This is an optimization exercise on Yosys and OpenROAD, whose aim is small area, not a production implementation.
Only simulation tests tie the RTL to the original design; equivalence was not proved.

Setup of juniper:
## apollo_top
module apollo_top(
	input clk,
	input rst_n,
	input rs232_rx,
	output rs232_tx,
	input [7:0] in_ad_data,
	output out_ad_clk,
	output Sftclk,
	output Lchclk,
	output SDout,
	output test1,
	output test2
);
Size: roughly 2,200 cells after synthesis, about 18 I/O pins, roughly 29,000 µm² of cells after synthesis.
clock: 20.0 ns
lec_check: 0
cap_margin: 20
core_margin: 2
core_utilization: 65
cts_cluster_diameter: 80
cts_cluster_size: 30
place_density: 0.8
slew_margin: 20
standard.sh (not shown) runs the stock make flow with config.mk's settings and CLKGATE_MAP_FILE= SYNTH_SCRIPT=/design/flow/synth_recipe.tcl, a recipe that flattens the netlist after the stock synthesis.
==> flow/flow/run.sh <==
#!/bin/bash
set -e
export BUFFER_PORTS_ARGS="-buffer_cell sky130_fd_sc_hd__buf_1"
export CTS_ARGS="-sink_clustering_enable -repair_clock_nets -sink_clustering_size 30 -sink_clustering_max_diameter 80 -dont_use_dummy_load"
bash standard.sh > standard.log 2>&1
For violet, these inputs were changed with respect to juniper:
diff --git a/flow/design.v b/flow/design.v
--- a/flow/design.v
+++ b/flow/design.v
@@ -263,23 +263,22 @@
 always @(posedge clk or negedge rrst_n)
 	if (!rrst_n) begin wr <= 13'd0; fb1 <= 1'b1; end
 	else begin
 		if (wr_add | wr_sub) wr <= wr + (wr_add ? {5'd0, adout} : ~ksel) + {12'd0, ~wr_add};
 		if (ce && ben) fb1 <= 1'b0;
 	end
 wire [6:0] aver = wr[12:6];
 reg [6:0] llv;
-reg [6:0] asnap;	 
+reg [7:0] rssi;
 always @(posedge clk or negedge rrst_n)
 	if (!rrst_n) llv <= 7'd0;
 	else if (ce && ben && !bin) llv <= aver;
 always @(posedge clk)
-	if (ce && ben && bin) asnap <= aver;
-wire [7:0] rssi = {1'b0, asnap} - {1'b0, llv};
+	if (ce && ben && bin) rssi <= {1'b0, aver} - {1'b0, llv};
 reg [511:0] rring;
 reg [5:0] rd;
 reg rW, rclr;
 wire rwr = rW & (rd == 6'd0);
 always @(posedge clk)
 	rring <= {rring[503:0], rwr ? rssi : (rclr ? 8'd0 : rring[511:504])};
 always @(posedge clk or negedge rrst_n)
 	if (!rrst_n) begin rd <= 6'd0; rW <= 1'b0; rclr <= 1'b1; end
@@ -296,26 +295,26 @@
 generate for (gi = 0; gi < 44; gi = gi + 1) begin : g_bb
 	assign bbuf[2*gi] = bre[gi];
 	assign bbuf[2*gi+1] = bro[gi];
 end endgenerate
 reg [6:0] phc;
 reg bW, mflag, bclr;
 wire aligned = (phc == 7'd0);
 wire bpush = aligned & (bW | (ce & ben));
-wire phc_end = (phc == 7'd16);	 
+wire phc_end = phc[6] & phc[4] & phc[2] & phc[1] & phc[0];	 
 always @(posedge clk)
 	bre <= {bro[42:0], bpush ? bin : (bro[43] & ~bclr)};
 always @(posedge clk)
 	bro <= bre;
 always @(posedge clk or negedge rrst_n)
 	if (!rrst_n) begin phc <= 7'd0; bW <= 1'b0; bclr <= 1'b1; end
 	else begin
 		if (bpush || phc_end) phc <= 7'd0;
-		else phc <= {phc[5:0], ~(phc[6] ^ phc[5])};
+		else phc <= phc + 7'd1;
 		if (phc_end) bclr <= 1'b0;
 		if (bpush) bW <= 1'b0;
 		else if (ce && ben) bW <= 1'b1;
 	end
 always @(posedge clk)
 	if (aligned)
 		mflag <= ~bclr & bbuf[87] & bbuf[86] & ~bbuf[85] & ~bbuf[84] & ~bbuf[3] & ~bbuf[2] & bbuf[1] & bbuf[0];
 reg dpend_f;	 
@@ -400,18 +399,22 @@
 		3'd1: fb = f_uh;
 		3'd2: fb = f_ul;
 		3'd3: fb = f_zid;
 		3'd4: fb = f_cnt;
 		3'd5: fb = f_typ;
 		3'd6: fb = f_rssi;
 		default: fb = 8'hFE;
 	endcase
+reg drdy_r;
+always @(posedge clk or negedge rrst_n)
+	if (!rrst_n) drdy_r <= 1'b0;
+	else if (ce) drdy_r <= ts && oc50;
 assign recv_in = fcnt[3] ? 8'd0 : fb;
-assign recv_write = ts & (ocnt == 13'd631);	 
+assign recv_write = drdy_r;
 localparam B_IDLE = 3'd0, B_SHIFT = 3'd1, B_WJ = 3'd2, B_JUDGE = 3'd3, B_ADD = 3'd4;
 reg [2:0] bst;
 reg [3:0] shift_time;
 reg [7:0] rb;
 reg [1:0] b2;
 reg [3:0] b1, b0;
 reg [9:0] bcd;
 wire early = shift_time[3] & (shift_time[1] | shift_time[0]);	 
- violet ends up with a final area that is about 0.5% higher than in juniper.
- juniper -> violet: final-layout clock buffer total delta 0, exact match
- NOTE: remaining max-slew budget at the tightest pin in violet falls short of that of juniper
- Sequential share of layout area in violet is 0.15 points below juniper.
- Relative to juniper, filler-free cell count of the finished design has increased by about 0.9% in violet.
- Of violet and juniper, the lower cell area reported after detailed placement belongs to juniper.
- Share of synthesized registers carrying an async set or reset of violet is on par with juniper.
- Compared violet against juniper; die span in y within noise.

[re-timing with driven ports]
No port has a modelled driver above. Below, the same layouts with a new extraction and two added sets of constraints. Step 1 sets driving cells, clkbuf_16 on the clock port and buf_2 on the other inputs (assumed; they add their load-dependent delay and slew). Step 2 moves the port delays by t, midway between the first and last clock arrival at a register: inputs arrive t later, outputs are due t later. That takes back most of the time a late clock gives input paths. Slacks: ideal / step 1 / step 2; pairs: ideal / step 1.
run | t, ns | setup slack, ns | worst setup path at the end | worst slew at a driven data input, ns
juniper | 0.625 | 12.803 / 12.742 / 13.367 | register to output | 0.03
violet | 0.627 | 13.220 / 13.164 / 13.791 | register to output | 0.06
After both steps setup and hold are still met in every run listed.
